This design comes from an exercise in tuning for small area and a short achievable clock period on the open sky130 flow, not from production work. Function was checked by simulation only, so behaviour that the tests miss may differ from the original.

===== flow/flow/run.sh =====
#!/bin/bash
# The standard layout (standard.sh), with three changes to how it is made:
# - ports are buffered with buf_1 instead of the default delay buffer;
# - repair_timing aims for 6.9 ns of setup slack instead of 0;
# - repair_timing fixes setup by resizing and pin swapping only (no new buffers).
set -euo pipefail
export SETUP_SLACK_MARGIN=6.9
export SETUP_MOVE_SEQUENCE=unbuffer,sizeup,swap
export BUFFER_PORTS_ARGS="-buffer_cell sky130_fd_sc_hd__buf_1"
bash standard.sh > standard.log 2>&1

===== flow/standard.sh =====
#!/bin/bash
# synth_recipe.tcl (not shown) runs the flow's synth.tcl, then flattens the netlist and writes it again
# the make line also repeats each setting of config.mk as NAME=value (left out here)
make -C /OpenROAD-flow-scripts/flow DESIGN_CONFIG=/design/flow/config.mk WORK_HOME=/design/flow/orfs CLKGATE_MAP_FILE= SYNTH_SCRIPT=/design/flow/synth_recipe.tcl "${@:-finish}"

===== flow/config.mk =====
export PLATFORM = sky130hd
export DESIGN_NAME = fir_3tap
export DESIGN_NICKNAME = fir_3tap
export VERILOG_FILES = /design/flow/design.v
export SDC_FILE = /design/flow/constraint.sdc
export NUM_CORES = 4
export LEC_CHECK = 0
export CAP_MARGIN = 20
export CORE_MARGIN = 2
export CORE_UTILIZATION = 55
export CTS_BUF_LIST = sky130_fd_sc_hd__clkbuf_8
export SLEW_MARGIN = 20
export SYNTH_HIERARCHICAL = 1
export SYNTH_MINIMUM_KEEP_SIZE = 0
export TNS_END_PERCENT = 0

===== flow/constraint.sdc =====
create_clock -name core_clock -period 12.5 [get_ports {clk}]
set_input_delay 2.5000 -clock core_clock [delete_from_list [all_inputs] [get_ports {clk}]]
set_output_delay 2.5000 -clock core_clock [all_outputs]
set_load 0.01 [all_outputs]

===== flow/design.v =====
module full_adder(output sum,
                  output carry_out,
                  input x,
                  input y,
                  input carry_in);
assign sum = x ^ y ^ carry_in;
assign carry_out = (x & y) | (x & carry_in) | (y & carry_in);
endmodule
module g_and2(output y, input a, input b);
assign y = a & b;
endmodule
module g_aoi21(output y, input a, input b, input c);
assign y = ~((a & b) | c);
endmodule
module g_inv(output y, input a);
assign y = ~a;
endmodule
module g_nand2(output y, input a, input b);
assign y = ~(a & b);
endmodule
module g_nor2(output y, input a, input b);
assign y = ~(a | b);
endmodule
module g_oai21(output y, input a, input b, input c);
assign y = ~((a | b) & c);
endmodule
module g_or2(output y, input a, input b);
assign y = a | b;
endmodule
module g_xnor2(output y, input a, input b);
assign y = ~(a ^ b);
endmodule
module g_xor2(output y, input a, input b);
assign y = a ^ b;
endmodule
module half_adder_n(output sum_n,
                    output carry_n,
                    input a_n,
                    input b_n);
xnor_n xs(sum_n, a_n, b_n);
or_n oc(carry_n, a_n, b_n);
endmodule
module xnor_n(output y, input a, input b);
assign y = ~(a ^ b);
endmodule
module or_n(output y, input a, input b);
assign y = a | b;
endmodule
module fir_3tap (input clk,
                 input [7:0] Xin,
                 input [7:0] H0,
                 input [7:0] H1,
                 input [7:0] H2,
                 output reg [15:0] Yout);
reg [7:0] Xd, H1d, H2d;
reg [15:0] Pn;
wire t2_p0_0 = ~(Xd[0] & H2d[0]);
wire t2_p0_1 = ~(Xd[0] & H2d[1]);
wire t2_p0_2 = ~(Xd[0] & H2d[2]);
wire t2_p0_3 = ~(Xd[0] & H2d[3]);
wire t2_p0_4 = ~(Xd[0] & H2d[4]);
wire t2_p0_5 = ~(Xd[0] & H2d[5]);
wire t2_p0_6 = ~(Xd[0] & H2d[6]);
wire t2_p0_7 = ~(Xd[0] & H2d[7]);
wire t2_p1_0 = ~(Xd[1] & H2d[0]);
wire t2_p1_1 = ~(Xd[1] & H2d[1]);
wire t2_p1_2 = ~(Xd[1] & H2d[2]);
wire t2_p1_3 = ~(Xd[1] & H2d[3]);
wire t2_p1_4 = ~(Xd[1] & H2d[4]);
wire t2_p1_5 = ~(Xd[1] & H2d[5]);
wire t2_p1_6 = ~(Xd[1] & H2d[6]);
wire t2_p1_7 = ~(Xd[1] & H2d[7]);
wire t2_p2_0 = ~(Xd[2] & H2d[0]);
wire t2_p2_1 = ~(Xd[2] & H2d[1]);
wire t2_p2_2 = ~(Xd[2] & H2d[2]);
wire t2_p2_3 = ~(Xd[2] & H2d[3]);
wire t2_p2_4 = ~(Xd[2] & H2d[4]);
wire t2_p2_5 = ~(Xd[2] & H2d[5]);
wire t2_p2_6 = ~(Xd[2] & H2d[6]);
wire t2_p2_7 = ~(Xd[2] & H2d[7]);
wire t2_p3_0 = ~(Xd[3] & H2d[0]);
wire t2_p3_1 = ~(Xd[3] & H2d[1]);
wire t2_p3_2 = ~(Xd[3] & H2d[2]);
wire t2_p3_3 = ~(Xd[3] & H2d[3]);
wire t2_p3_4 = ~(Xd[3] & H2d[4]);
wire t2_p3_5 = ~(Xd[3] & H2d[5]);
wire t2_p3_6 = ~(Xd[3] & H2d[6]);
wire t2_p3_7 = ~(Xd[3] & H2d[7]);
wire t2_p4_0 = ~(Xd[4] & H2d[0]);
wire t2_p4_1 = ~(Xd[4] & H2d[1]);
wire t2_p4_2 = ~(Xd[4] & H2d[2]);
wire t2_p4_3 = ~(Xd[4] & H2d[3]);
wire t2_p4_4 = ~(Xd[4] & H2d[4]);
wire t2_p4_5 = ~(Xd[4] & H2d[5]);
wire t2_p4_6 = ~(Xd[4] & H2d[6]);
wire t2_p4_7 = ~(Xd[4] & H2d[7]);
wire t2_p5_0 = ~(Xd[5] & H2d[0]);
wire t2_p5_1 = ~(Xd[5] & H2d[1]);
wire t2_p5_2 = ~(Xd[5] & H2d[2]);
wire t2_p5_3 = ~(Xd[5] & H2d[3]);
wire t2_p5_4 = ~(Xd[5] & H2d[4]);
wire t2_p5_5 = ~(Xd[5] & H2d[5]);
wire t2_p5_6 = ~(Xd[5] & H2d[6]);
wire t2_p5_7 = ~(Xd[5] & H2d[7]);
wire t2_p6_0 = ~(Xd[6] & H2d[0]);
wire t2_p6_1 = ~(Xd[6] & H2d[1]);
wire t2_p6_2 = ~(Xd[6] & H2d[2]);
wire t2_p6_3 = ~(Xd[6] & H2d[3]);
wire t2_p6_4 = ~(Xd[6] & H2d[4]);
wire t2_p6_5 = ~(Xd[6] & H2d[5]);
wire t2_p6_6 = ~(Xd[6] & H2d[6]);
wire t2_p6_7 = ~(Xd[6] & H2d[7]);
wire t2_p7_0 = ~(Xd[7] & H2d[0]);
wire t2_p7_1 = ~(Xd[7] & H2d[1]);
wire t2_p7_2 = ~(Xd[7] & H2d[2]);
wire t2_p7_3 = ~(Xd[7] & H2d[3]);
wire t2_p7_4 = ~(Xd[7] & H2d[4]);
wire t2_p7_5 = ~(Xd[7] & H2d[5]);
wire t2_p7_6 = ~(Xd[7] & H2d[6]);
wire t2_p7_7 = ~(Xd[7] & H2d[7]);
wire t2_s0, t2_c0;
half_adder_n t2_ha0 (t2_s0, t2_c0, t2_p0_6, t2_p1_5);
wire t2_s1, t2_c1;
full_adder t2_fa1 (t2_s1, t2_c1, t2_p0_7, t2_p1_6, t2_p2_5);
wire t2_s2, t2_c2;
half_adder_n t2_ha2 (t2_s2, t2_c2, t2_p3_4, t2_p4_3);
wire t2_s3, t2_c3;
full_adder t2_fa3 (t2_s3, t2_c3, t2_p1_7, t2_p2_6, t2_p3_5);
wire t2_s4, t2_c4;
half_adder_n t2_ha4 (t2_s4, t2_c4, t2_p4_4, t2_p5_3);
wire t2_s5, t2_c5;
full_adder t2_fa5 (t2_s5, t2_c5, t2_p2_7, t2_p3_6, t2_p4_5);
wire t2_s6, t2_c6;
half_adder_n t2_ha6 (t2_s6, t2_c6, t2_p0_4, t2_p1_3);
wire t2_s7, t2_c7;
full_adder t2_fa7 (t2_s7, t2_c7, t2_p0_5, t2_p1_4, t2_p2_3);
wire t2_s8, t2_c8;
half_adder_n t2_ha8 (t2_s8, t2_c8, t2_p3_2, t2_p4_1);
wire t2_s9, t2_c9;
full_adder t2_fa9 (t2_s9, t2_c9, t2_p2_4, t2_p3_3, t2_p4_2);
wire t2_s10, t2_c10;
full_adder t2_fa10 (t2_s10, t2_c10, t2_p5_1, t2_p6_0, t2_s0);
wire t2_s11, t2_c11;
full_adder t2_fa11 (t2_s11, t2_c11, t2_p5_2, t2_p6_1, t2_p7_0);
wire t2_s12, t2_c12;
full_adder t2_fa12 (t2_s12, t2_c12, t2_c0, t2_s2, t2_s1);
wire t2_s13, t2_c13;
full_adder t2_fa13 (t2_s13, t2_c13, t2_p6_2, t2_p7_1, t2_c2);
wire t2_s14, t2_c14;
full_adder t2_fa14 (t2_s14, t2_c14, t2_s4, t2_c1, t2_s3);
wire t2_s15, t2_c15;
full_adder t2_fa15 (t2_s15, t2_c15, t2_p5_4, t2_p6_3, t2_p7_2);
wire t2_s16, t2_c16;
full_adder t2_fa16 (t2_s16, t2_c16, t2_c4, t2_c3, t2_s5);
wire t2_s17, t2_c17;
full_adder t2_fa17 (t2_s17, t2_c17, t2_p3_7, t2_p4_6, t2_p5_5);
wire t2_s18, t2_c18;
full_adder t2_fa18 (t2_s18, t2_c18, t2_p6_4, t2_p7_3, t2_c5);
wire t2_s19, t2_c19;
full_adder t2_fa19 (t2_s19, t2_c19, t2_p4_7, t2_p5_6, t2_p6_5);
wire t2_s20, t2_c20;
half_adder_n t2_ha20 (t2_s20, t2_c20, t2_p0_3, t2_p1_2);
wire t2_s21, t2_c21;
full_adder t2_fa21 (t2_s21, t2_c21, t2_p2_2, t2_p3_1, t2_p4_0);
wire t2_s22, t2_c22;
full_adder t2_fa22 (t2_s22, t2_c22, t2_p5_0, t2_c6, t2_s8);
wire t2_s23, t2_c23;
full_adder t2_fa23 (t2_s23, t2_c23, t2_c8, t2_c7, t2_s9);
wire t2_s24, t2_c24;
full_adder t2_fa24 (t2_s24, t2_c24, t2_c9, t2_s11, t2_c10);
wire t2_s25, t2_c25;
full_adder t2_fa25 (t2_s25, t2_c25, t2_c11, t2_s13, t2_c12);
wire t2_s26, t2_c26;
full_adder t2_fa26 (t2_s26, t2_c26, t2_s15, t2_c13, t2_c14);
wire t2_s27, t2_c27;
full_adder t2_fa27 (t2_s27, t2_c27, t2_c15, t2_s17, t2_c16);
wire t2_s28, t2_c28;
full_adder t2_fa28 (t2_s28, t2_c28, t2_p7_4, t2_c17, t2_s19);
wire t2_s29, t2_c29;
full_adder t2_fa29 (t2_s29, t2_c29, t2_p5_7, t2_p6_6, t2_p7_5);
wire t2_s30, t2_c30;
half_adder_n t2_ha30 (t2_s30, t2_c30, t2_p0_2, t2_p1_1);
wire t2_s31, t2_c31;
full_adder t2_fa31 (t2_s31, t2_c31, t2_p2_1, t2_p3_0, t2_s20);
wire t2_s32, t2_c32;
full_adder t2_fa32 (t2_s32, t2_c32, t2_c20, t2_s6, t2_s21);
wire t2_s33, t2_c33;
full_adder t2_fa33 (t2_s33, t2_c33, t2_c21, t2_s7, t2_s22);
wire t2_s34, t2_c34;
full_adder t2_fa34 (t2_s34, t2_c34, t2_c22, t2_s10, t2_s23);
wire t2_s35, t2_c35;
full_adder t2_fa35 (t2_s35, t2_c35, t2_c23, t2_s12, t2_s24);
wire t2_s36, t2_c36;
full_adder t2_fa36 (t2_s36, t2_c36, t2_s14, t2_c24, t2_s25);
wire t2_s37, t2_c37;
full_adder t2_fa37 (t2_s37, t2_c37, t2_s16, t2_c25, t2_s26);
wire t2_s38, t2_c38;
full_adder t2_fa38 (t2_s38, t2_c38, t2_s18, t2_c26, t2_s27);
wire t2_s39, t2_c39;
full_adder t2_fa39 (t2_s39, t2_c39, t2_c18, t2_s28, t2_c27);
wire t2_s40, t2_c40;
full_adder t2_fa40 (t2_s40, t2_c40, t2_c19, t2_s29, t2_c28);
wire t2_s41, t2_c41;
full_adder t2_fa41 (t2_s41, t2_c41, t2_p6_7, t2_p7_6, t2_c29);
wire n1;
g_xnor2 u1 (n1, t2_p0_1, t2_p1_0);
wire n2;
g_or2 u2 (n2, t2_p0_1, t2_p1_0);
wire t2_rs2, t2_rc2;
full_adder t2_rfa2 (t2_rs2, t2_rc2, t2_s30, t2_p2_0, n2);
wire t2_rs3, t2_rc3;
full_adder t2_rfa3 (t2_rs3, t2_rc3, t2_c30, t2_s31, t2_rc2);
wire t2_rs4, t2_rc4;
full_adder t2_rfa4 (t2_rs4, t2_rc4, t2_c31, t2_s32, t2_rc3);
wire t2_rs5, t2_rc5;
full_adder t2_rfa5 (t2_rs5, t2_rc5, t2_c32, t2_s33, t2_rc4);
wire t2_rs6, t2_rc6;
full_adder t2_rfa6 (t2_rs6, t2_rc6, t2_c33, t2_s34, t2_rc5);
wire t2_rs7, t2_rc7;
full_adder t2_rfa7 (t2_rs7, t2_rc7, t2_c34, t2_s35, t2_rc6);
wire t2_rs8, t2_rc8;
full_adder t2_rfa8 (t2_rs8, t2_rc8, t2_c35, t2_s36, t2_rc7);
wire t2_rs9, t2_rc9;
full_adder t2_rfa9 (t2_rs9, t2_rc9, t2_c36, t2_s37, t2_rc8);
wire n3;
g_or2 u3 (n3, t2_c37, t2_s38);
wire n4;
g_and2 u4 (n4, t2_c37, t2_s38);
wire n5;
g_aoi21 u5 (n5, n3, t2_rc9, n4);
wire n6;
g_nor2 u6 (n6, t2_c38, t2_s39);
wire n7;
g_nand2 u7 (n7, t2_c38, t2_s39);
wire n8;
g_oai21 u8 (n8, n6, n5, n7);
wire n9;
g_or2 u9 (n9, t2_c39, t2_s40);
wire n10;
g_and2 u10 (n10, t2_c39, t2_s40);
wire n11;
g_aoi21 u11 (n11, n9, n8, n10);
wire n12;
g_nor2 u12 (n12, t2_c40, t2_s41);
wire n13;
g_nand2 u13 (n13, t2_c40, t2_s41);
wire n14;
g_oai21 u14 (n14, n12, n11, n13);
wire n15;
g_or2 u15 (n15, t2_c41, t2_p7_7);
wire n16;
g_and2 u16 (n16, t2_c41, t2_p7_7);
wire n17;
g_aoi21 u17 (n17, n15, n14, n16);
wire n18;
g_xor2 u18 (n18, t2_c37, t2_s38);
wire n19;
g_xor2 u19 (n19, n18, t2_rc9);
wire n20;
g_xor2 u20 (n20, t2_c38, t2_s39);
wire n21;
g_xnor2 u21 (n21, n20, n5);
wire n22;
g_xor2 u22 (n22, t2_c39, t2_s40);
wire n23;
g_xor2 u23 (n23, n22, n8);
wire n24;
g_xor2 u24 (n24, t2_c40, t2_s41);
wire n25;
g_xnor2 u25 (n25, n24, n11);
wire n26;
g_xor2 u26 (n26, t2_c41, t2_p7_7);
wire n27;
g_xor2 u27 (n27, n26, n14);
wire n28;
g_inv u28 (n28, n17);
wire [15:0] t2_sn = {n28, n27, n25, n23, n21, n19, t2_rs9, t2_rs8, t2_rs7, t2_rs6, t2_rs5, t2_rs4, t2_rs3, t2_rs2, n1, t2_p0_0};
wire t1_p0_0 = ~(Xd[0] & H1d[0]);
wire t1_p0_1 = ~(Xd[0] & H1d[1]);
wire t1_p0_2 = ~(Xd[0] & H1d[2]);
wire t1_p0_3 = ~(Xd[0] & H1d[3]);
wire t1_p0_4 = ~(Xd[0] & H1d[4]);
wire t1_p0_5 = ~(Xd[0] & H1d[5]);
wire t1_p0_6 = ~(Xd[0] & H1d[6]);
wire t1_p0_7 = ~(Xd[0] & H1d[7]);
wire t1_p1_0 = ~(Xd[1] & H1d[0]);
wire t1_p1_1 = ~(Xd[1] & H1d[1]);
wire t1_p1_2 = ~(Xd[1] & H1d[2]);
wire t1_p1_3 = ~(Xd[1] & H1d[3]);
wire t1_p1_4 = ~(Xd[1] & H1d[4]);
wire t1_p1_5 = ~(Xd[1] & H1d[5]);
wire t1_p1_6 = ~(Xd[1] & H1d[6]);
wire t1_p1_7 = ~(Xd[1] & H1d[7]);
wire t1_p2_0 = ~(Xd[2] & H1d[0]);
wire t1_p2_1 = ~(Xd[2] & H1d[1]);
wire t1_p2_2 = ~(Xd[2] & H1d[2]);
wire t1_p2_3 = ~(Xd[2] & H1d[3]);
wire t1_p2_4 = ~(Xd[2] & H1d[4]);
wire t1_p2_5 = ~(Xd[2] & H1d[5]);
wire t1_p2_6 = ~(Xd[2] & H1d[6]);
wire t1_p2_7 = ~(Xd[2] & H1d[7]);
wire t1_p3_0 = ~(Xd[3] & H1d[0]);
wire t1_p3_1 = ~(Xd[3] & H1d[1]);
wire t1_p3_2 = ~(Xd[3] & H1d[2]);
wire t1_p3_3 = ~(Xd[3] & H1d[3]);
wire t1_p3_4 = ~(Xd[3] & H1d[4]);
wire t1_p3_5 = ~(Xd[3] & H1d[5]);
wire t1_p3_6 = ~(Xd[3] & H1d[6]);
wire t1_p3_7 = ~(Xd[3] & H1d[7]);
wire t1_p4_0 = ~(Xd[4] & H1d[0]);
wire t1_p4_1 = ~(Xd[4] & H1d[1]);
wire t1_p4_2 = ~(Xd[4] & H1d[2]);
wire t1_p4_3 = ~(Xd[4] & H1d[3]);
wire t1_p4_4 = ~(Xd[4] & H1d[4]);
wire t1_p4_5 = ~(Xd[4] & H1d[5]);
wire t1_p4_6 = ~(Xd[4] & H1d[6]);
wire t1_p4_7 = ~(Xd[4] & H1d[7]);
wire t1_p5_0 = ~(Xd[5] & H1d[0]);
wire t1_p5_1 = ~(Xd[5] & H1d[1]);
wire t1_p5_2 = ~(Xd[5] & H1d[2]);
wire t1_p5_3 = ~(Xd[5] & H1d[3]);
wire t1_p5_4 = ~(Xd[5] & H1d[4]);
wire t1_p5_5 = ~(Xd[5] & H1d[5]);
wire t1_p5_6 = ~(Xd[5] & H1d[6]);
wire t1_p5_7 = ~(Xd[5] & H1d[7]);
wire t1_p6_0 = ~(Xd[6] & H1d[0]);
wire t1_p6_1 = ~(Xd[6] & H1d[1]);
wire t1_p6_2 = ~(Xd[6] & H1d[2]);
wire t1_p6_3 = ~(Xd[6] & H1d[3]);
wire t1_p6_4 = ~(Xd[6] & H1d[4]);
wire t1_p6_5 = ~(Xd[6] & H1d[5]);
wire t1_p6_6 = ~(Xd[6] & H1d[6]);
wire t1_p6_7 = ~(Xd[6] & H1d[7]);
wire t1_p7_0 = ~(Xd[7] & H1d[0]);
wire t1_p7_1 = ~(Xd[7] & H1d[1]);
wire t1_p7_2 = ~(Xd[7] & H1d[2]);
wire t1_p7_3 = ~(Xd[7] & H1d[3]);
wire t1_p7_4 = ~(Xd[7] & H1d[4]);
wire t1_p7_5 = ~(Xd[7] & H1d[5]);
wire t1_p7_6 = ~(Xd[7] & H1d[6]);
wire t1_p7_7 = ~(Xd[7] & H1d[7]);
wire t1_s0, t1_c0;
half_adder_n t1_ha0 (t1_s0, t1_c0, Pn[5], t1_p0_5);
wire t1_s1, t1_c1;
full_adder t1_fa1 (t1_s1, t1_c1, Pn[6], t1_p0_6, t1_p1_5);
wire t1_s2, t1_c2;
half_adder_n t1_ha2 (t1_s2, t1_c2, t1_p2_4, t1_p3_3);
wire t1_s3, t1_c3;
full_adder t1_fa3 (t1_s3, t1_c3, Pn[7], t1_p0_7, t1_p1_6);
wire t1_s4, t1_c4;
full_adder t1_fa4 (t1_s4, t1_c4, t1_p2_5, t1_p3_4, t1_p4_3);
wire t1_s5, t1_c5;
half_adder_n t1_ha5 (t1_s5, t1_c5, t1_p5_2, t1_p6_1);
wire t1_s6, t1_c6;
full_adder t1_fa6 (t1_s6, t1_c6, Pn[8], t1_p1_7, t1_p2_6);
wire t1_s7, t1_c7;
full_adder t1_fa7 (t1_s7, t1_c7, t1_p3_5, t1_p4_4, t1_p5_3);
wire t1_s8, t1_c8;
half_adder_n t1_ha8 (t1_s8, t1_c8, t1_p6_2, t1_p7_1);
wire t1_s9, t1_c9;
full_adder t1_fa9 (t1_s9, t1_c9, Pn[9], t1_p2_7, t1_p3_6);
wire t1_s10, t1_c10;
full_adder t1_fa10 (t1_s10, t1_c10, t1_p4_5, t1_p5_4, t1_p6_3);
wire t1_s11, t1_c11;
full_adder t1_fa11 (t1_s11, t1_c11, Pn[10], t1_p3_7, t1_p4_6);
wire t1_s12, t1_c12;
half_adder_n t1_ha12 (t1_s12, t1_c12, Pn[3], t1_p0_3);
wire t1_s13, t1_c13;
full_adder t1_fa13 (t1_s13, t1_c13, Pn[4], t1_p0_4, t1_p1_3);
wire t1_s14, t1_c14;
half_adder_n t1_ha14 (t1_s14, t1_c14, t1_p2_2, t1_p3_1);
wire t1_s15, t1_c15;
full_adder t1_fa15 (t1_s15, t1_c15, t1_p1_4, t1_p2_3, t1_p3_2);
wire t1_s16, t1_c16;
full_adder t1_fa16 (t1_s16, t1_c16, t1_p4_1, t1_p5_0, t1_s0);
wire t1_s17, t1_c17;
full_adder t1_fa17 (t1_s17, t1_c17, t1_p4_2, t1_p5_1, t1_p6_0);
wire t1_s18, t1_c18;
full_adder t1_fa18 (t1_s18, t1_c18, t1_c0, t1_s2, t1_s1);
wire t1_s19, t1_c19;
full_adder t1_fa19 (t1_s19, t1_c19, t1_p7_0, t1_c2, t1_s5);
wire t1_s20, t1_c20;
full_adder t1_fa20 (t1_s20, t1_c20, t1_c1, t1_s3, t1_s4);
wire t1_s21, t1_c21;
full_adder t1_fa21 (t1_s21, t1_c21, t1_c5, t1_s8, t1_c3);
wire t1_s22, t1_c22;
full_adder t1_fa22 (t1_s22, t1_c22, t1_c4, t1_s6, t1_s7);
wire t1_s23, t1_c23;
full_adder t1_fa23 (t1_s23, t1_c23, t1_p7_2, t1_c8, t1_c6);
wire t1_s24, t1_c24;
full_adder t1_fa24 (t1_s24, t1_c24, t1_c7, t1_s10, t1_s9);
wire t1_s25, t1_c25;
full_adder t1_fa25 (t1_s25, t1_c25, t1_p5_5, t1_p6_4, t1_p7_3);
wire t1_s26, t1_c26;
full_adder t1_fa26 (t1_s26, t1_c26, t1_c10, t1_c9, t1_s11);
wire t1_s27, t1_c27;
full_adder t1_fa27 (t1_s27, t1_c27, Pn[11], t1_p4_7, t1_p5_6);
wire t1_s28, t1_c28;
full_adder t1_fa28 (t1_s28, t1_c28, t1_p6_5, t1_p7_4, t1_c11);
wire t1_s29, t1_c29;
full_adder t1_fa29 (t1_s29, t1_c29, Pn[12], t1_p5_7, t1_p6_6);
wire t1_s30, t1_c30;
half_adder_n t1_ha30 (t1_s30, t1_c30, Pn[2], t1_p0_2);
wire t1_s31, t1_c31;
full_adder t1_fa31 (t1_s31, t1_c31, t1_p1_2, t1_p2_1, t1_p3_0);
wire t1_s32, t1_c32;
full_adder t1_fa32 (t1_s32, t1_c32, t1_p4_0, t1_c12, t1_s14);
wire t1_s33, t1_c33;
full_adder t1_fa33 (t1_s33, t1_c33, t1_c14, t1_c13, t1_s15);
wire t1_s34, t1_c34;
full_adder t1_fa34 (t1_s34, t1_c34, t1_c15, t1_s17, t1_c16);
wire t1_s35, t1_c35;
full_adder t1_fa35 (t1_s35, t1_c35, t1_c17, t1_s19, t1_c18);
wire t1_s36, t1_c36;
full_adder t1_fa36 (t1_s36, t1_c36, t1_c19, t1_c20, t1_s21);
wire t1_s37, t1_c37;
full_adder t1_fa37 (t1_s37, t1_c37, t1_c21, t1_c22, t1_s23);
wire t1_s38, t1_c38;
full_adder t1_fa38 (t1_s38, t1_c38, t1_s25, t1_c23, t1_c24);
wire t1_s39, t1_c39;
full_adder t1_fa39 (t1_s39, t1_c39, t1_c25, t1_s27, t1_c26);
wire t1_s40, t1_c40;
full_adder t1_fa40 (t1_s40, t1_c40, t1_p7_5, t1_c27, t1_s29);
wire t1_s41, t1_c41;
full_adder t1_fa41 (t1_s41, t1_c41, Pn[13], t1_p6_7, t1_p7_6);
wire t1_s42, t1_c42;
half_adder_n t1_ha42 (t1_s42, t1_c42, Pn[1], t1_p0_1);
wire t1_s43, t1_c43;
full_adder t1_fa43 (t1_s43, t1_c43, t1_p1_1, t1_p2_0, t1_s30);
wire t1_s44, t1_c44;
full_adder t1_fa44 (t1_s44, t1_c44, t1_c30, t1_s12, t1_s31);
wire t1_s45, t1_c45;
full_adder t1_fa45 (t1_s45, t1_c45, t1_c31, t1_s13, t1_s32);
wire t1_s46, t1_c46;
full_adder t1_fa46 (t1_s46, t1_c46, t1_c32, t1_s16, t1_s33);
wire t1_s47, t1_c47;
full_adder t1_fa47 (t1_s47, t1_c47, t1_c33, t1_s18, t1_s34);
wire t1_s48, t1_c48;
full_adder t1_fa48 (t1_s48, t1_c48, t1_s20, t1_c34, t1_s35);
wire t1_s49, t1_c49;
full_adder t1_fa49 (t1_s49, t1_c49, t1_s22, t1_c35, t1_s36);
wire t1_s50, t1_c50;
full_adder t1_fa50 (t1_s50, t1_c50, t1_s24, t1_c36, t1_s37);
wire t1_s51, t1_c51;
full_adder t1_fa51 (t1_s51, t1_c51, t1_s26, t1_c37, t1_s38);
wire t1_s52, t1_c52;
full_adder t1_fa52 (t1_s52, t1_c52, t1_s28, t1_c38, t1_s39);
wire t1_s53, t1_c53;
full_adder t1_fa53 (t1_s53, t1_c53, t1_c28, t1_s40, t1_c39);
wire t1_s54, t1_c54;
full_adder t1_fa54 (t1_s54, t1_c54, t1_c29, t1_s41, t1_c40);
wire t1_s55, t1_c55;
full_adder t1_fa55 (t1_s55, t1_c55, Pn[14], t1_p7_7, t1_c41);
wire t1x_s0, t1x_c0;
half_adder_n t1x_ha0 (t1x_s0, t1x_c0, t1_c47, t1_s48);
wire t1x_s1, t1x_c1;
half_adder_n t1x_ha1 (t1x_s1, t1x_c1, t1_c48, t1_s49);
wire t0_p0_0 = ~(Xin[0] & H0[0]);
wire t0_p0_1 = ~(Xin[0] & H0[1]);
wire t0_p0_2 = ~(Xin[0] & H0[2]);
wire t0_p0_3 = ~(Xin[0] & H0[3]);
wire t0_p0_4 = ~(Xin[0] & H0[4]);
wire t0_p0_5 = ~(Xin[0] & H0[5]);
wire t0_p0_6 = ~(Xin[0] & H0[6]);
wire t0_p0_7 = ~(Xin[0] & H0[7]);
wire t0_p1_0 = ~(Xin[1] & H0[0]);
wire t0_p1_1 = ~(Xin[1] & H0[1]);
wire t0_p1_2 = ~(Xin[1] & H0[2]);
wire t0_p1_3 = ~(Xin[1] & H0[3]);
wire t0_p1_4 = ~(Xin[1] & H0[4]);
wire t0_p1_5 = ~(Xin[1] & H0[5]);
wire t0_p1_6 = ~(Xin[1] & H0[6]);
wire t0_p1_7 = ~(Xin[1] & H0[7]);
wire t0_p2_0 = ~(Xin[2] & H0[0]);
wire t0_p2_1 = ~(Xin[2] & H0[1]);
wire t0_p2_2 = ~(Xin[2] & H0[2]);
wire t0_p2_3 = ~(Xin[2] & H0[3]);
wire t0_p2_4 = ~(Xin[2] & H0[4]);
wire t0_p2_5 = ~(Xin[2] & H0[5]);
wire t0_p2_6 = ~(Xin[2] & H0[6]);
wire t0_p2_7 = ~(Xin[2] & H0[7]);
wire t0_p3_0 = ~(Xin[3] & H0[0]);
wire t0_p3_1 = ~(Xin[3] & H0[1]);
wire t0_p3_2 = ~(Xin[3] & H0[2]);
wire t0_p3_3 = ~(Xin[3] & H0[3]);
wire t0_p3_4 = ~(Xin[3] & H0[4]);
wire t0_p3_5 = ~(Xin[3] & H0[5]);
wire t0_p3_6 = ~(Xin[3] & H0[6]);
wire t0_p3_7 = ~(Xin[3] & H0[7]);
wire t0_p4_0 = ~(Xin[4] & H0[0]);
wire t0_p4_1 = ~(Xin[4] & H0[1]);
wire t0_p4_2 = ~(Xin[4] & H0[2]);
wire t0_p4_3 = ~(Xin[4] & H0[3]);
wire t0_p4_4 = ~(Xin[4] & H0[4]);
wire t0_p4_5 = ~(Xin[4] & H0[5]);
wire t0_p4_6 = ~(Xin[4] & H0[6]);
wire t0_p4_7 = ~(Xin[4] & H0[7]);
wire t0_p5_0 = ~(Xin[5] & H0[0]);
wire t0_p5_1 = ~(Xin[5] & H0[1]);
wire t0_p5_2 = ~(Xin[5] & H0[2]);
wire t0_p5_3 = ~(Xin[5] & H0[3]);
wire t0_p5_4 = ~(Xin[5] & H0[4]);
wire t0_p5_5 = ~(Xin[5] & H0[5]);
wire t0_p5_6 = ~(Xin[5] & H0[6]);
wire t0_p5_7 = ~(Xin[5] & H0[7]);
wire t0_p6_0 = ~(Xin[6] & H0[0]);
wire t0_p6_1 = ~(Xin[6] & H0[1]);
wire t0_p6_2 = ~(Xin[6] & H0[2]);
wire t0_p6_3 = ~(Xin[6] & H0[3]);
wire t0_p6_4 = ~(Xin[6] & H0[4]);
wire t0_p6_5 = ~(Xin[6] & H0[5]);
wire t0_p6_6 = ~(Xin[6] & H0[6]);
wire t0_p6_7 = ~(Xin[6] & H0[7]);
wire t0_p7_0 = ~(Xin[7] & H0[0]);
wire t0_p7_1 = ~(Xin[7] & H0[1]);
wire t0_p7_2 = ~(Xin[7] & H0[2]);
wire t0_p7_3 = ~(Xin[7] & H0[3]);
wire t0_p7_4 = ~(Xin[7] & H0[4]);
wire t0_p7_5 = ~(Xin[7] & H0[5]);
wire t0_p7_6 = ~(Xin[7] & H0[6]);
wire t0_p7_7 = ~(Xin[7] & H0[7]);
wire t0_s0, t0_c0;
half_adder_n t0_ha0 (t0_s0, t0_c0, t1_c44, t1_s45);
wire t0_s1, t0_c1;
full_adder t0_fa1 (t0_s1, t0_c1, t1_c45, t1_s46, t0_p0_5);
wire t0_s2, t0_c2;
half_adder_n t0_ha2 (t0_s2, t0_c2, t0_p1_4, t0_p2_3);
wire t0_s3, t0_c3;
full_adder t0_fa3 (t0_s3, t0_c3, t1_c46, t1_s47, t0_p0_6);
wire t0_s4, t0_c4;
full_adder t0_fa4 (t0_s4, t0_c4, t0_p1_5, t0_p2_4, t0_p3_3);
wire t0_s5, t0_c5;
half_adder_n t0_ha5 (t0_s5, t0_c5, t0_p4_2, t0_p5_1);
wire t0_s6, t0_c6;
full_adder t0_fa6 (t0_s6, t0_c6, t1x_s0, t0_p0_7, t0_p1_6);
wire t0_s7, t0_c7;
full_adder t0_fa7 (t0_s7, t0_c7, t0_p2_5, t0_p3_4, t0_p4_3);
wire t0_s8, t0_c8;
full_adder t0_fa8 (t0_s8, t0_c8, t0_p5_2, t0_p6_1, t0_p7_0);
wire t0_s9, t0_c9;
full_adder t0_fa9 (t0_s9, t0_c9, t1x_c0, t1x_s1, t0_p1_7);
wire t0_s10, t0_c10;
full_adder t0_fa10 (t0_s10, t0_c10, t0_p2_6, t0_p3_5, t0_p4_4);
wire t0_s11, t0_c11;
full_adder t0_fa11 (t0_s11, t0_c11, t0_p5_3, t0_p6_2, t0_p7_1);
wire t0_s12, t0_c12;
full_adder t0_fa12 (t0_s12, t0_c12, t1_c49, t1_s50, t1x_c1);
wire t0_s13, t0_c13;
full_adder t0_fa13 (t0_s13, t0_c13, t0_p2_7, t0_p3_6, t0_p4_5);
wire t0_s14, t0_c14;
full_adder t0_fa14 (t0_s14, t0_c14, t0_p5_4, t0_p6_3, t0_p7_2);
wire t0_s15, t0_c15;
full_adder t0_fa15 (t0_s15, t0_c15, t1_c50, t1_s51, t0_p3_7);
wire t0_s16, t0_c16;
full_adder t0_fa16 (t0_s16, t0_c16, t0_p4_6, t0_p5_5, t0_p6_4);
wire t0_s17, t0_c17;
full_adder t0_fa17 (t0_s17, t0_c17, t1_c51, t1_s52, t0_p4_7);
wire t0_s18, t0_c18;
half_adder_n t0_ha18 (t0_s18, t0_c18, t1_c42, t1_s43);
wire t0_s19, t0_c19;
full_adder t0_fa19 (t0_s19, t0_c19, t1_c43, t1_s44, t0_p0_3);
wire t0_s20, t0_c20;
half_adder_n t0_ha20 (t0_s20, t0_c20, t0_p1_2, t0_p2_1);
wire t0_s21, t0_c21;
full_adder t0_fa21 (t0_s21, t0_c21, t0_s0, t0_p0_4, t0_p1_3);
wire t0_s22, t0_c22;
full_adder t0_fa22 (t0_s22, t0_c22, t0_p2_2, t0_p3_1, t0_p4_0);
wire t0_s23, t0_c23;
full_adder t0_fa23 (t0_s23, t0_c23, t0_c0, t0_p3_2, t0_p4_1);
wire t0_s24, t0_c24;
full_adder t0_fa24 (t0_s24, t0_c24, t0_p5_0, t0_s2, t0_s1);
wire t0_s25, t0_c25;
full_adder t0_fa25 (t0_s25, t0_c25, t0_p6_0, t0_c2, t0_s5);
wire t0_s26, t0_c26;
full_adder t0_fa26 (t0_s26, t0_c26, t0_c1, t0_s3, t0_s4);
wire t0_s27, t0_c27;
full_adder t0_fa27 (t0_s27, t0_c27, t0_c5, t0_c3, t0_c4);
wire t0_s28, t0_c28;
full_adder t0_fa28 (t0_s28, t0_c28, t0_s6, t0_s7, t0_s8);
wire t0_s29, t0_c29;
full_adder t0_fa29 (t0_s29, t0_c29, t0_c6, t0_c7, t0_c8);
wire t0_s30, t0_c30;
full_adder t0_fa30 (t0_s30, t0_c30, t0_s10, t0_s11, t0_s9);
wire t0_s31, t0_c31;
full_adder t0_fa31 (t0_s31, t0_c31, t0_s12, t0_c10, t0_c11);
wire t0_s32, t0_c32;
full_adder t0_fa32 (t0_s32, t0_c32, t0_c9, t0_s13, t0_s14);
wire t0_s33, t0_c33;
full_adder t0_fa33 (t0_s33, t0_c33, t0_p7_3, t0_c12, t0_c13);
wire t0_s34, t0_c34;
full_adder t0_fa34 (t0_s34, t0_c34, t0_c14, t0_s15, t0_s16);
wire t0_s35, t0_c35;
full_adder t0_fa35 (t0_s35, t0_c35, t0_p5_6, t0_p6_5, t0_p7_4);
wire t0_s36, t0_c36;
full_adder t0_fa36 (t0_s36, t0_c36, t0_c15, t0_c16, t0_s17);
wire t0_s37, t0_c37;
full_adder t0_fa37 (t0_s37, t0_c37, t1_s53, t1_c52, t0_p5_7);
wire t0_s38, t0_c38;
full_adder t0_fa38 (t0_s38, t0_c38, t0_p6_6, t0_p7_5, t0_c17);
wire t0_s39, t0_c39;
full_adder t0_fa39 (t0_s39, t0_c39, t1_s54, t1_c53, t0_p6_7);
wire t0_s40, t0_c40;
half_adder_n t0_ha40 (t0_s40, t0_c40, t1_p1_0, t1_s42);
wire t0_s41, t0_c41;
full_adder t0_fa41 (t0_s41, t0_c41, t0_s18, t0_p0_2, t0_p1_1);
wire t0_s42, t0_c42;
full_adder t0_fa42 (t0_s42, t0_c42, t0_c18, t0_p3_0, t0_s20);
wire t0_s43, t0_c43;
full_adder t0_fa43 (t0_s43, t0_c43, t0_c20, t0_c19, t0_s21);
wire t0_s44, t0_c44;
full_adder t0_fa44 (t0_s44, t0_c44, t0_c21, t0_c22, t0_s23);
wire t0_s45, t0_c45;
full_adder t0_fa45 (t0_s45, t0_c45, t0_c23, t0_s25, t0_c24);
wire t0_s46, t0_c46;
full_adder t0_fa46 (t0_s46, t0_c46, t0_c25, t0_c26, t0_s27);
wire t0_s47, t0_c47;
full_adder t0_fa47 (t0_s47, t0_c47, t0_c27, t0_c28, t0_s29);
wire t0_s48, t0_c48;
full_adder t0_fa48 (t0_s48, t0_c48, t0_c29, t0_c30, t0_s31);
wire t0_s49, t0_c49;
full_adder t0_fa49 (t0_s49, t0_c49, t0_c31, t0_c32, t0_s33);
wire t0_s50, t0_c50;
full_adder t0_fa50 (t0_s50, t0_c50, t0_s35, t0_c33, t0_c34);
wire t0_s51, t0_c51;
full_adder t0_fa51 (t0_s51, t0_c51, t0_c35, t0_s37, t0_c36);
wire t0_s52, t0_c52;
full_adder t0_fa52 (t0_s52, t0_c52, t0_p7_6, t0_c37, t0_s39);
wire t0_s53, t0_c53;
full_adder t0_fa53 (t0_s53, t0_c53, t1_s55, t1_c54, t0_p7_7);
wire t0_s54, t0_c54;
half_adder_n t0_ha54 (t0_s54, t0_c54, Pn[0], t1_p0_0);
wire t0_s55, t0_c55;
full_adder t0_fa55 (t0_s55, t0_c55, t0_s40, t0_p0_1, t0_p1_0);
wire t0_s56, t0_c56;
full_adder t0_fa56 (t0_s56, t0_c56, t0_c40, t0_p2_0, t0_s41);
wire t0_s57, t0_c57;
full_adder t0_fa57 (t0_s57, t0_c57, t0_c41, t0_s19, t0_s42);
wire t0_s58, t0_c58;
full_adder t0_fa58 (t0_s58, t0_c58, t0_s22, t0_c42, t0_s43);
wire t0_s59, t0_c59;
full_adder t0_fa59 (t0_s59, t0_c59, t0_c43, t0_s24, t0_s44);
wire t0_s60, t0_c60;
full_adder t0_fa60 (t0_s60, t0_c60, t0_c44, t0_s26, t0_s45);
wire t0_s61, t0_c61;
full_adder t0_fa61 (t0_s61, t0_c61, t0_s28, t0_c45, t0_s46);
wire t0_s62, t0_c62;
full_adder t0_fa62 (t0_s62, t0_c62, t0_s30, t0_c46, t0_s47);
wire t0_s63, t0_c63;
full_adder t0_fa63 (t0_s63, t0_c63, t0_s32, t0_c47, t0_s48);
wire t0_s64, t0_c64;
full_adder t0_fa64 (t0_s64, t0_c64, t0_s34, t0_c48, t0_s49);
wire t0_s65, t0_c65;
full_adder t0_fa65 (t0_s65, t0_c65, t0_s36, t0_c49, t0_s50);
wire t0_s66, t0_c66;
full_adder t0_fa66 (t0_s66, t0_c66, t0_s38, t0_c50, t0_s51);
wire t0_s67, t0_c67;
full_adder t0_fa67 (t0_s67, t0_c67, t0_c38, t0_s52, t0_c51);
wire t0_s68, t0_c68;
full_adder t0_fa68 (t0_s68, t0_c68, t0_c39, t0_s53, t0_c52);
wire t0_s69, t0_c69;
full_adder t0_fa69 (t0_s69, t0_c69, Pn[15], t1_c55, t0_c53);
wire n29;
g_xnor2 u29 (n29, t0_s54, t0_p0_0);
wire n30;
g_or2 u30 (n30, t0_s54, t0_p0_0);
wire t0_rs1, t0_rc1;
full_adder t0_rfa1 (t0_rs1, t0_rc1, t0_c54, t0_s55, n30);
wire t0_rs2, t0_rc2;
full_adder t0_rfa2 (t0_rs2, t0_rc2, t0_c55, t0_s56, t0_rc1);
wire t0_rs3, t0_rc3;
full_adder t0_rfa3 (t0_rs3, t0_rc3, t0_c56, t0_s57, t0_rc2);
wire n31;
g_or2 u31 (n31, t0_c57, t0_s58);
wire n32;
g_and2 u32 (n32, t0_c57, t0_s58);
wire n33;
g_aoi21 u33 (n33, n31, t0_rc3, n32);
wire n34;
g_nor2 u34 (n34, t0_c58, t0_s59);
wire n35;
g_nand2 u35 (n35, t0_c58, t0_s59);
wire n36;
g_oai21 u36 (n36, n34, n33, n35);
wire n37;
g_or2 u37 (n37, t0_c59, t0_s60);
wire n38;
g_and2 u38 (n38, t0_c59, t0_s60);
wire n39;
g_aoi21 u39 (n39, n37, n36, n38);
wire n40;
g_nor2 u40 (n40, t0_c60, t0_s61);
wire n41;
g_nand2 u41 (n41, t0_c60, t0_s61);
wire n42;
g_oai21 u42 (n42, n40, n39, n41);
wire n43;
g_nor2 u43 (n43, t0_c62, t0_s63);
wire n44;
g_nand2 u44 (n44, t0_c61, t0_s62);
wire n45;
g_nand2 u45 (n45, t0_c62, t0_s63);
wire n46;
g_oai21 u46 (n46, n43, n44, n45);
wire n47;
g_nor2 u47 (n47, t0_c61, t0_s62);
wire n48;
g_nor2 u48 (n48, n43, n47);
wire n49;
g_nor2 u49 (n49, t0_c64, t0_s65);
wire n50;
g_nand2 u50 (n50, t0_c63, t0_s64);
wire n51;
g_nand2 u51 (n51, t0_c64, t0_s65);
wire n52;
g_oai21 u52 (n52, n49, n50, n51);
wire n53;
g_nor2 u53 (n53, t0_c63, t0_s64);
wire n54;
g_nor2 u54 (n54, n49, n53);
wire n55;
g_nor2 u55 (n55, t0_c66, t0_s67);
wire n56;
g_nand2 u56 (n56, t0_c65, t0_s66);
wire n57;
g_nand2 u57 (n57, t0_c66, t0_s67);
wire n58;
g_oai21 u58 (n58, n55, n56, n57);
wire n59;
g_nor2 u59 (n59, t0_c65, t0_s66);
wire n60;
g_nor2 u60 (n60, n55, n59);
wire n61;
g_aoi21 u61 (n61, n48, n42, n46);
wire n62;
g_or2 u62 (n62, t0_c60, t0_s61);
wire n63;
g_nand2 u63 (n63, n48, n62);
wire n64;
g_aoi21 u64 (n64, n60, n52, n58);
wire n65;
g_nand2 u65 (n65, n60, n54);
wire n66;
g_oai21 u66 (n66, n65, n61, n64);
wire n67;
g_nor2 u67 (n67, n65, n63);
wire n68;
g_inv u68 (n68, n54);
wire n69;
g_inv u69 (n69, n52);
wire n70;
g_oai21 u70 (n70, n68, n61, n69);
wire n71;
g_inv u71 (n71, n54);
wire n72;
g_nor2 u72 (n72, n71, n63);
wire n73;
g_or2 u73 (n73, t0_c61, t0_s62);
wire n74;
g_and2 u74 (n74, t0_c61, t0_s62);
wire n75;
g_aoi21 u75 (n75, n73, n42, n74);
wire n76;
g_nand2 u76 (n76, n73, n62);
wire n77;
g_oai21 u77 (n77, n53, n61, n50);
wire n78;
g_nor2 u78 (n78, n53, n63);
wire n79;
g_or2 u79 (n79, t0_c65, t0_s66);
wire n80;
g_and2 u80 (n80, t0_c65, t0_s66);
wire n81;
g_aoi21 u81 (n81, n79, n70, n80);
wire n82;
g_nand2 u82 (n82, n79, n72);
wire n83;
g_or2 u83 (n83, t0_c67, t0_s68);
wire n84;
g_and2 u84 (n84, t0_c67, t0_s68);
wire n85;
g_aoi21 u85 (n85, n83, n66, n84);
wire n86;
g_nand2 u86 (n86, n83, n67);
wire n87;
g_inv u87 (n87, n29);
wire n88;
g_inv u88 (n88, t0_rs1);
wire n89;
g_inv u89 (n89, t0_rs2);
wire n90;
g_inv u90 (n90, t0_rs3);
wire n91;
g_xor2 u91 (n91, t0_c57, t0_s58);
wire n92;
g_xnor2 u92 (n92, n91, t0_rc3);
wire n93;
g_xor2 u93 (n93, t0_c58, t0_s59);
wire n94;
g_xor2 u94 (n94, n93, n33);
wire n95;
g_xor2 u95 (n95, t0_c59, t0_s60);
wire n96;
g_xnor2 u96 (n96, n95, n36);
wire n97;
g_xor2 u97 (n97, t0_c60, t0_s61);
wire n98;
g_xor2 u98 (n98, n97, n39);
wire n99;
g_xor2 u99 (n99, t0_c61, t0_s62);
wire n100;
g_xnor2 u100 (n100, n99, n42);
wire n101;
g_xor2 u101 (n101, t0_c62, t0_s63);
wire n102;
g_xor2 u102 (n102, n101, n75);
wire n103;
g_xor2 u103 (n103, t0_c63, t0_s64);
wire n104;
g_xor2 u104 (n104, n103, n61);
wire n105;
g_xor2 u105 (n105, t0_c64, t0_s65);
wire n106;
g_xnor2 u106 (n106, n105, n77);
wire n107;
g_xor2 u107 (n107, t0_c65, t0_s66);
wire n108;
g_xnor2 u108 (n108, n107, n70);
wire n109;
g_xor2 u109 (n109, t0_c66, t0_s67);
wire n110;
g_xor2 u110 (n110, n109, n81);
wire n111;
g_xor2 u111 (n111, t0_c67, t0_s68);
wire n112;
g_xnor2 u112 (n112, n111, n66);
wire n113;
g_xor2 u113 (n113, t0_c68, t0_s69);
wire n114;
g_xor2 u114 (n114, n113, n85);
wire [15:0] t0_sn = {n114, n112, n110, n108, n106, n104, n102, n100, n98, n96, n94, n92, n90, n89, n88, n87};
always @(posedge clk) begin
  Xd   <= Xin;
  H1d  <= H1;
  H2d  <= H2;
  Pn   <= t2_sn;
  Yout <= t0_sn;
end
endmodule

==> run notes, run 1 <==
Worst setup margin = 6.931 ns
Pre-CTS WS = 6.271 ns
RSZ-0062 raised after global routing = yes
Distinct cells, synth = 15
Starting density of the core = 0.5603
Via Count = 3,991
Placed Area = 0.006414 mm^2
Die area = 0.01246 mm^2
Post-CTS setup buffer count = 0
Area growth from synthesis to layout = 4.125%
Worst clock skew = 0.009293 ns
Total grt overflow = 0
Min-delay worst type = flop to flop
CP max FO = 9
Main flop type after synthesis = dfxtp_1
Slew @ Worst Pin = 0.4312 ns
Crit-path slowest cell = fa_2
Worst path required time = 12.73 ns
Average size of a mapped cell = 10.51 um^2
Clock Sinks = 56
Post-synthesis register bit count = 56
Crit-path most repeated cell = fa_1
Reg-to-reg endpoint = Yout[15]
Max Root-Sink Buffers = 2
Clock latency (worst-skew pair) = 0.34 ns
Core area = 0.01137 mm^2
Cell chain of the critical path = buf_1 -> nand2_1 -> fa_1 -> fa_1 -> fa_1 -> fa_2 -> nand2_1 -> o21ai_2 -> a21oi_4 -> o21ai_2 -> a21oi_2 -> xor2_1
Max Freq = 179.6 MHz
Crit-path leading delay family = adder cells
Tmin final = 5.569 ns
Initial drt markers = 141
DRC errors left = 0
Rows = 39
Largest stage delay on the critical path = 0.61 ns
Commonest non-fill, non-tap cell in the layout = nand2_1
Routability cong. = 0.8133
Synth Cell Area = 0.006370 mm^2
Crit path buf inv count = 1
Cell accounting for the most synthesized area = fa_1
Yosys Warn Count = 7
First drt pass iteration count = 4
Avg WL per Cell = 15.82 um
Fin Hold WS = 0.5272 ns
Vias in the first global route = 4,683
Die X = 111.6 um
Final setup TNS = 0 ns
H-tree depth = 2
Synth top area share = 0.4934
Gr usage total = 0.2261
Die Ht = 111.6 um
Final setup viols = 0
FF-to-FF Start = Xd[1]
Worst endpoint data arrival time = 5.80 ns
First-pass GRT wire length = 22,290 um
EDFF count, synth = 0
Initial antenna violation count = 0
Seq/Total Area, Yosys = 0.1760
Fin nets = 803
Critical Path End = Yout[15]
Worst setup SP type = primary input
Dominant cells by area after synthesis = fa_1 49%, dfxtp_1 18%, nand2_1 12%
I/O Pins = 49
Layout cell share with drive strength beyond 1 = 0.1140
Period utilization = 0.4455
Diodes inserted = 0
Root buf cell = clkbuf_8
Max-capacitance violation count = 0
Slew headroom = 0.7125
Num CTS Buffers = 5
Status = no timing/DRC/antenna violations
CP Launch Point = Xin[7]
CTS tree = built
Async SR Flop Fraction = 0
Final Hold Violating Endpoints = 0
Crit. End Element = flop
Critical path type = primary input to flop
Syn nets = 796
Final instance area = 0.006633 mm^2
Largest net degree at the start of global routing = 19
Flop-to-flop setup slack = 7.00 ns
Mapped Cells = 606
Reg clk slew, reported paths = 0.11 ns
Commonest cells after routing, fill and taps aside = 200 x nand2_1, 146 x fa_1, 43 x dfxtp_1
Vias per cell = 5.272
Reg2Reg Depth = 16
DRT Wirelength = 11,980 um
Min-delay src = H2d[0]
Post-DP HPWL = 9643 um
Buffers on Ports = 48
CP Depth = 12
Final-report max-slew violation count = 0
Routed Antenna Nets = 0
[through the flow]
step,std cells,utilization
floorplan,606,-
global placement,749,0.5641
detailed placement,749,0.5641
CTS,757,0.5790
global route,757,0.5834
finish,757,0.5834
[final cells by class]
cell class | instances | area [um^2]
inverters | 7 | 26.28
fillers | 1026 | 4737
clock inverters | 3 | 22.52
flip-flops and latches | 56 | 1155
repair buffers | 48 | 207.7
clock buffers | 5 | 68.82
well taps | 143 | 178.9
multi-input cells | 495 | 4974
[cell families (layout without fill, tap and decap cells)]
group / after synthesis / after routing / share of synthesized area
buf+inv: 55 / 63 / 0.05755
simple gates: 258 / 258 / 0.1689
flops: 56 / 56 / 0.1760
fa+ha+maj: 157 / 157 / 0.4934
compound gates: 20 / 20 / 0.02161
xor+xnor: 60 / 60 / 0.08250
[state kept, by name, summed over array words and instances (netlist names)]
register  flops
H1d           8
Pn           16
Yout         16
Xd            8
H2d           8
[synthesized netlist by cell type, types with 6 or more instances]
master    number
xnor2_1       34
buf_2         26
nor2_1        13
buf_6         16
a21oi_2       10
clkbuf_2       6
xor2_1        26
and2_1         8
nand2_1      202
dfxtp_1       56
fa_1         157
inv_1          7
or2_1         34
o21ai_1       10
[Yosys stat by module (local to each module, per instance), excerpt]
module      area (um^2)  flops+latches  copies in the design  cells
g_inv             3.754              0                     7      1
g_oai21           5.005              0                    10      1
g_nand2           3.754              0                    11      1
or_n              6.256              0                    24      1
g_xor2            8.758              0                    26      1
fir_3tap           2185             56                     1    296
g_aoi21           8.758              0                    10      1
g_nor2            3.754              0                    13      1
xnor_n            8.758              0                    24      1
full_adder        20.02              0                   157      1
[worst min-delay path by stage]
| stage | endpoint | slack (ns) | cells after the start |
|---|---|---|---|
| finish | Pn[0] | 0.53 | 1 |
| global route | Pn[0] | 0.54 | 1 |
| CTS | Pn[0] | 0.52 | 1 |
| detailed placement | Pn[0] | 0.49 | 1 |
| global placement | Pn[0] | 0.50 | 1 |
| floorplan | Pn[0] | 0.49 | 2 |
[what timing repair did]
| item | CTS | global route |
|---|---|---|
| gates resized for setup | 42 | 15 |
| pin swaps | 14 | 9 |
| gates cloned | 0 | 0 |
| hold endpoints to repair | 0 | 0 |
| setup endpoints to repair | 9 | 7 |
| hold buffers | 0 | 0 |
[routing by layer]
metal / vias up / track usage / part of all wire
met5: - / 0 / 0
met4: 0 / 0.06173 / 0.016
met3: 12 / 0.03647 / 0.041
met2: 80 / 0.4085 / 0.53
met1: 2100 / 0.2840 / 0.41
li1: 1799 / - / -
==> run 2, diff against run 1 <==
--- a/flow/config.mk
+++ b/flow/config.mk
@@ -7,7 +7,7 @@
 export LEC_CHECK = 0
 export CAP_MARGIN = 20
 export CORE_MARGIN = 2
-export CORE_UTILIZATION = 55
+export CORE_UTILIZATION = 45
 export CTS_BUF_LIST = sky130_fd_sc_hd__clkbuf_8
 export SLEW_MARGIN = 20
 export SYNTH_HIERARCHICAL = 1
==> run 2 against run 1 <==
Area after synthesis stayed put. Critical path type is now flop to flop. Flip-flop and latch count stayed put. Setup slack better by 0.018 ns. Still clean. Via count is 0.10% lower. Final cell count is 5.0% higher. Critical endpoint unchanged. Utilization is 10 points lower. Fmax is 0.33% higher.
==> run notes, run 2 <==
Max-capacitance violation count = 0 (unchanged)
Vias per cell = 5.015 (was 5.272)
Seq/Total Area, Yosys = 0.1760 (unchanged)
EDFF count, synth = 0 (unchanged)
Max Root-Sink Buffers = 2 (unchanged)
Final setup viols = 0 (unchanged)
Top-count cell post-synth = nand2_1 (unchanged)
Post-synth top cells = 202 x nand2_1, 157 x fa_1, 56 x dfxtp_1 (unchanged)
Commonest non-fill, non-tap cell in the layout = nand2_1 (unchanged)
Synth top area share = 0.4934 (unchanged)
Post-DP HPWL = 9730 um (was 9643 um)
Layout cell share with drive strength beyond 1 = 0.1041 (was 0.1140)
Average size of a mapped cell = 10.51 um^2 (unchanged)
Crit. End Element = flop (unchanged)
DRC errors left = 0 (unchanged)
RSZ-0062 raised after global routing = yes (unchanged)
Cell chain of the critical path = nand2_2 -> fa_2 -> fa_1 -> fa_1 -> fa_1 -> or2_1 -> fa_1 -> fa_1 -> fa_1 -> fa_1 -> nor2_2 -> nor2_2 -> a21oi_4 -> o21ai_2 -> a21oi_2 -> xor2_1 (was buf_1 -> nand2_1 -> fa_1 -> fa_1 -> fa_1 -> fa_2 -> nand2_1 -> o21ai_2 -> a21oi_4 -> o21ai_2 -> a21oi_2 -> xor2_1)
Vias in the first global route = 4,554 (was 4,683)
Crit path buf inv count = 0 (was 1)
Crit-path leading delay family = adder cells (unchanged)
Cell accounting for the most synthesized area = fa_1 (unchanged)
Critical path type = flop to flop (was primary input to flop)
Clock latency (worst-skew pair) = 0.34 ns (about the same)
Core area = 0.01383 mm^2 (was 0.01137 mm^2)
Crit-path most repeated cell = fa_1 (unchanged)
Total grt overflow = 0 (unchanged)
Fill cell count = 1,312 (was 1,026)
Routability cong. = 0.7904 (was 0.8133)
Mapped Cells = 606 (unchanged)
Gr usage total = 0.1854 (was 0.2261)
Clock Sinks = 56 (unchanged)
Slew headroom = 0.7387 (was 0.7125)
Area growth from synthesis to layout = 4.302% (was 4.125%)
Root buf cell = clkbuf_8 (unchanged)
Largest stage delay on the critical path = 0.54 ns (was 0.61 ns)
Worst path required time = 12.76 ns (was 12.73 ns)
Slew @ Worst Pin = 0.3920 ns (was 0.4312 ns)
Fin nets = 804 (was 803)
Commonest cells after routing, fill and taps aside = 200 x nand2_1, 149 x fa_1, 44 x dfxtp_1 (was 200 x nand2_1, 146 x fa_1, 43 x dfxtp_1)
Initial drt markers = 134 (was 141)
Dpl cells = 787 (was 749)
Worst endpoint data arrival time = 5.81 ns (was 5.80 ns)
Main flop type after synthesis = dfxtp_1 (unchanged)
Crit-path slowest cell = fa_1 (was fa_2)
Yosys Warn Count = 7 (unchanged)
Status = no timing/DRC/antenna violations (unchanged)
First-pass GRT wire length = 21,560 um (was 22,290 um)
I/O Pins = 49 (unchanged)
Routed Antenna Nets = 0 (unchanged)
Largest regs = Pn (16), Yout (16) (unchanged)
Worst setup SP type = flop (was primary input)
Final cell count without fillers = 795 (was 757)
Fin Hold WS = 0.5260 ns (was 0.5272 ns)
Avg WL per Cell = 14.97 um (was 15.82 um)
Flop-to-flop setup slack = 6.95 ns (was 7.00 ns)
Diodes inserted = 0 (unchanged)
Final-report max-slew violation count = 0 (unchanged)
Via Count = 3,987 (was 3,991)
Synth Cell Area = 0.006370 mm^2 (unchanged)
Period utilization = 0.4440 (was 0.4455)
Distinct cells, synth = 15 (unchanged)
Worst clock skew = 0.009901 ns (was 0.009293 ns)
DRT Wirelength = 11,900 um (was 11,980 um)
Dominant cells by area after synthesis = fa_1 49%, dfxtp_1 18%, nand2_1 12% (unchanged)
Max Freq = 180.2 MHz (was 179.6 MHz)
Largest net degree at the start of global routing = 19 (unchanged)
Final setup TNS = 0 ns (unchanged)
Min-delay worst type = flop to flop (unchanged)
Syn nets = 796 (unchanged)
Post-synthesis register bit count = 56 (unchanged)
Die area = 0.01512 mm^2 (was 0.01246 mm^2)
Tmin final = 5.551 ns (was 5.569 ns)
CTS tree = built (unchanged)
Final Hold Violating Endpoints = 0 (unchanged)
Num CTS Buffers = 5 (unchanged)
Reg clk slew, reported paths = 0.11 ns (about the same)
First drt pass iteration count = 4 (unchanged)
Die Ht = 123.0 um (was 111.6 um)
Die X = 123.0 um (was 111.6 um)
Rows = 43 (was 39)
Buffers on Ports = 48 (unchanged)
Post-CTS setup buffer count = 0 (unchanged)
Starting density of the core = 0.4607 (was 0.5603)
Initial antenna violation count = 0 (unchanged)
Async SR Flop Fraction = 0 (unchanged)
H-tree depth = 2 (unchanged)
CP max FO = 16 (was 9)
-- run 2: cell counts after synthesis --
Identical to the previous run, type by type.
-- run 2: modules after synthesis (local to each module, per instance), a selection --
module	copies in the design	cells inside	cell area, um^2
xnor_n	24	1	8.758
g_or2	10	1	6.256
full_adder	157	1	20.02
g_xor2	26	1	8.758
g_aoi21	10	1	8.758
g_and2	8	1	6.256
g_nand2	11	1	3.754
g_nor2	13	1	3.754
or_n	24	1	6.256
-- run 2: worst paths after layout --
path,cells after the start,from,endpoint
setup / recovery,16,Xd[1],Yout[15]
hold / removal,1,Xd[0],Pn[0]
setup reg to reg,16,Xd[1],Yout[15]
hold reg to reg,1,Xd[0],Pn[0]
-- run 2: cell type report --
type	instances	area, um^2	area share
clock buffer	5	68.82	0.01036
clock inverter	3	22.52	0.003390
inverter	7	26.28	0.003955
multi-input combinational	495	4938	0.7433
sequential	56	1154	0.1736
tap	180	225.2	0.03390
timing repair buffer	49	209.0	0.03145
-- run 2: kinds of logic (layout without fill, tap and decap cells) --
logic type | count (synthesis) | count (layout) | share of synthesized area
AOI/OAI and AO/OA | 20 | 20 | 0.02161
xor gates and xnor gates | 60 | 60 | 0.08250
adders and majority gates | 157 | 157 | 0.4934
buffers and inverters | 55 | 64 | 0.05755
DFF | 56 | 56 | 0.1760
and+or+nand+nor | 258 | 258 | 0.1689
-- run 2: per-stage QoR --
stage          setup WS, ns    util  area, um^2
3_3_place_gp          6.372  0.4677        6467
3_5_place_dp          6.276  0.4677        6467
6_report              6.949  0.4805        6644
2_1_floorplan         6.901       -        6407
5_1_grt               6.682  0.4805        6644
4_1_cts               6.903  0.4805        6644
-- run 2: per-layer routing --
layer | vias to the layer above | GRT usage | share of wire
met5 | - | 0 | 0
met4 | 0 | 0.04616 | 0.013
met3 | 11 | 0.02583 | 0.044
met2 | 89 | 0.3349 | 0.52
met1 | 2079 | 0.2353 | 0.42
li1 | 1808 | - | -
-- run 2: worst register-to-register path, stage by stage (launching register included) --
cell and delay, ns:
dfxtp_4 0.48, nand2_2 0.09, fa_2 0.41, fa_1 0.49
fa_1 0.53, fa_1 0.43, or2_1 0.24, fa_1 0.47
fa_1 0.55, fa_1 0.43, fa_1 0.50, nor2_2 0.16
nor2_2 0.07, a21oi_4 0.22, o21ai_2 0.12, a21oi_2 0.15
xor2_1 0.15
-- run 2: repair_timing --
action | CTS | global route
pin swaps | 18 | 0
endpoints found under the setup margin | 9 | 7
hold buffers | 0 | 0
gates resized for setup | 45 | 0
gates cloned | 0 | 0

[port drivers added, routing unchanged]
No port has a modelled driver above. Below, the same layouts with a new extraction and two added sets of constraints.
Step 1 sets driving cells, clkbuf_16 on the clock port and buf_2 on the other inputs (assumed; they add their load-dependent delay and slew).
Step 2 times the ports against the registers' clock, not the clock port: input delays grow and output delays shrink by t, the midpoint of the rising clock arrivals with the driver on.
Slacks: ideal / step 1 / step 2; pairs: ideal / step 1.
run | shift t [ns] | setup WS [ns] | latest minus earliest clock arrival (ns)
run 1 | 0.373 | 6.931 / 6.943 / 6.570 | 0.010 / 0.010
run 2 | 0.370 | 6.949 / 6.949 / 6.592 | 0.010 / 0.010
After both steps setup and hold are still met in every run listed. The setup slack of run 1, which loses most, moves by +0.012 ns with the drivers and by -0.361 ns with both steps.
